Source: an optimization exercise on an open RTL-to-GDS flow (aim: small area). Production flows keep margins and buffers that such runs may drop. Only simulation tests tie the RTL to the original design; equivalence was not proved.

==> flow/design.v (excerpt) <==
module kianv_harris_mc_edition #(
    parameter int RESET_ADDR        = 0,
    parameter int SYSTEM_CLK        = 50_000_000,
    parameter int NUM_ENTRIES_ITLB  = 16,
    parameter int NUM_ENTRIES_DTLB  = 16
) (
    input  logic         clk,
    input  logic         resetn,
    output logic         mem_valid,
    input  logic         mem_ready,
    output logic [3:0]   mem_wstrb,
    output logic [33:0]  mem_addr,
    output logic [31:0]  mem_wdata,
    input  logic [31:0]  mem_rdata,
    output logic [31:0]  PC,
    input  logic         access_fault,
    input  logic         IRQ3,
    input  logic         IRQ7,
    input  logic         IRQ9,
    input  logic         IRQ11,
    output logic [63:0]  timer_counter,
    output logic         is_instruction
);
For scale: roughly 17000 cells after synthesis, about 3500 flip-flops, roughly 210 I/O pins.
==> flow/config.mk <==
export PLATFORM = sky130hd
export DESIGN_NAME = kianv_harris_mc_edition
export DESIGN_NICKNAME = kianv_harris_mc_edition
export VERILOG_FILES = /design/flow/design.v
export SDC_FILE = /design/flow/constraint.sdc
export NUM_CORES = 8
export LEC_CHECK = 0
export ABC_AREA = 1
export CAP_MARGIN = 10
export CORE_MARGIN = 2
export CORE_UTILIZATION = 40
export CTS_CLUSTER_DIAMETER = 80
export CTS_CLUSTER_SIZE = 26
export PLACE_DENSITY = 0.6
export SLEW_MARGIN = 10
==> flow/constraint.sdc <==
create_clock -name core_clock -period 25.0 [get_ports {clk}]
set_input_delay 5.0000 -clock core_clock [delete_from_list [all_inputs] [get_ports {clk}]]
set_output_delay 5.0000 -clock core_clock [all_outputs]
set_load 0.01 [all_outputs]
run.sh (not shown) runs the stock make flow with config.mk's settings and CLKGATE_MAP_FILE= SYNTH_SCRIPT=/design/flow/synth_recipe.tcl, a recipe that flattens the netlist after the stock synthesis.
The first run reached the layout checks and failed them: max-slew violations.
Edit:
--- a/flow/config.mk
+++ b/flow/config.mk
@@ -9 +9 @@
-export CAP_MARGIN = 10
+export CAP_MARGIN = 20
@@ -12,4 +12,4 @@
-export CTS_CLUSTER_DIAMETER = 80
-export CTS_CLUSTER_SIZE = 26
-export PLACE_DENSITY = 0.6
-export SLEW_MARGIN = 10
+export CTS_CLUSTER_DIAMETER = 100
+export CTS_CLUSTER_SIZE = 24
+export PLACE_DENSITY = 0.7
+export SLEW_MARGIN = 20
The changed run finished with timing, DRC and antenna clean.
Synthesized cell count does not change.
Final cell count stays flat.
Global-route usage went down by 1.8 points.
Fmax drops by 0.70%.
Setup slack gets worse by 0.17 ns.
Edit:
==> flow/flow/run.sh (new file) <==
#!/bin/bash
# Layout flow: the standard layout (standard.sh, unchanged synthesis,
# floorplan, power grid and placement) with two changes to how the layout
# is made:
#   - clock tree synthesis without dummy loads (same clustering as
#     config.mk's CTS_CLUSTER_SIZE / CTS_CLUSTER_DIAMETER)
#   - the input/output port buffers use sky130_fd_sc_hd__buf_2
# Every tool's output goes to a log file in this folder (make's output to
# flow_make.log; ORFS keeps each step's log under orfs/logs/).
set -euo pipefail
export CTS_ARGS="-sink_clustering_enable -repair_clock_nets -sink_clustering_size 24 -sink_clustering_max_diameter 100 -dont_use_dummy_load"
export BUFFER_PORTS_ARGS="-buffer_cell sky130_fd_sc_hd__buf_2"
bash standard.sh finish > flow_make.log 2>&1
==> flow/standard.sh (new file) <==
#!/bin/bash
# synth_recipe.tcl (not shown) runs the flow's synth.tcl, then flattens the netlist and writes it again
# the make line also repeats each setting of config.mk as NAME=value (left out here)
make -C /OpenROAD-flow-scripts/flow DESIGN_CONFIG=/design/flow/config.mk WORK_HOME=/design/flow/orfs CLKGATE_MAP_FILE= SYNTH_SCRIPT=/design/flow/synth_recipe.tcl "${@:-finish}"
--- a/flow/config.mk
+++ b/flow/config.mk
@@ -14,2 +14,2 @@
-export PLACE_DENSITY = 0.7
-export SLEW_MARGIN = 20
+export PLACE_DENSITY = 0.6
+export SLEW_MARGIN = 30
removed: flow/run.sh
The new run went through all stages and came out clean.
Cell area shrinks by 0.92%.
Die area does not change.
Final cell count shrinks by 0.44%.
Utilization shrinks by 0.41 points.
Worst setup slack is better by 1.3 ns.
Synthesized area is unchanged.
Count of clock-buffer cells in the layout shrinks by 64.
Sequential share of layout area grows by 0.50 points.
Routed wire length grows by 3.2%.
Synthesized cell count does not change.
Global-route usage grows by 1.1 points.
Edit:
--- a/flow/flow/run.sh
+++ b/flow/flow/run.sh
@@ -7,0 +8,2 @@
+#   - after global routing, gates on paths with positive slack are
+#     downsized where timing allows (ORFS's power recovery step)
@@ -12,0 +15 @@
+export RECOVER_POWER=100
Effect: The new run finished but failed the layout checks on max-capacitance violations, max-slew violations. Register-to-register slack got worse by 3.5 ns. Non-clock buffer count is unchanged. Via count stays flat. Worst hold slack hardly moves. Critical path depth decreases by 22. Clock-buffer cell count is unchanged. First-iteration DRC count falls by 1.1%. Utilization falls by 0.51 points. Final area fell by 1.2%.

Another version of the RTL of kianv_harris_mc_edition (not shown whole).
For scale: roughly 17,000 cells after synthesis, ~3,500 flip-flops, ~210 I/O pins, about 170,000 µm² of cells after synthesis.
export LEC_CHECK = 0
export ABC_AREA = 1
export CAP_MARGIN = 20
export CORE_MARGIN = 2
export CORE_UTILIZATION = 40
export CTS_CLUSTER_DIAMETER = 100
export CTS_CLUSTER_SIZE = 24
export PLACE_DENSITY = 0.6
export SLEW_MARGIN = 30
create_clock -name core_clock -period 25.0 [get_ports {clk}]
standard.sh (not shown) runs the stock make flow with config.mk's settings and CLKGATE_MAP_FILE= SYNTH_SCRIPT=/design/flow/synth_recipe.tcl, a recipe that flattens the netlist after the stock synthesis.
==> flow/flow/run.sh <==
#!/bin/bash
# Layout flow: the standard layout (standard.sh, unchanged synthesis,
# floorplan, power grid and placement) with two changes to how the layout
# is made:
#   - clock tree synthesis without dummy loads (same clustering as
#     config.mk's CTS_CLUSTER_SIZE / CTS_CLUSTER_DIAMETER)
#   - the input/output port buffers use sky130_fd_sc_hd__buf_2
# Every tool's output goes to a log file in this folder (make's output to
# flow_make.log; ORFS keeps each step's log under orfs/logs/).
set -euo pipefail
export CTS_ARGS="-sink_clustering_enable -repair_clock_nets -sink_clustering_size 24 -sink_clustering_max_diameter 100 -dont_use_dummy_load"
export BUFFER_PORTS_ARGS="-buffer_cell sky130_fd_sc_hd__buf_2"
bash standard.sh finish > flow_make.log 2>&1
The first run ran to the end with no violations.
Rerun with:
- ABC_AREA: 1 -> 0
- SETUP_SLACK_MARGIN: unset -> 0.3
Core utilization rises by 0.14 points.
Cell area falls by 0.73%.
Critical path depth goes down by 21.
First-iteration DRC count decreases by 1.4%.
Setup slack is worse by 0.40 ns.

re-timing with driven ports:
No port has a modelled driver above. Below, the same layouts with a new extraction and two added sets of constraints. Step 1: set_driving_cell puts a clkbuf_16 on clk and a buf_2 on each other input, an assumption about the parent block. Step 2 times the ports against the registers' clock, not the clock port: input delays grow and output delays shrink by t, the midpoint of the rising clock arrivals with the driver on. Three values: ideal, step 1, step 2; two values: the first two.
run	shift t [ns]	slack for setup (ns)	slew at the worst register clock pin (ns)
the first run of note 1	1.116	0.643 / 0.620 / 0.620	0.11 / 0.11
the second run of note 1	1.095	0.471 / 0.452 / 0.452	0.12 / 0.12
the third run of note 1	1.067	1.809 / 1.789 / 1.789	0.11 / 0.11
the fourth run of note 1	1.069	0.868 / 0.844 / 0.644	0.11 / 0.11
the first run of note 2	1.071	0.776 / 0.650 / 0.650	0.11 / 0.11
the second run of note 2	1.035	0.379 / 0.210 / 0.210	0.11 / 0.11
For the fourth run of note 1, which loses most, drivers alone change the setup slack by -0.024 ns; drivers and shift together by -0.224 ns.
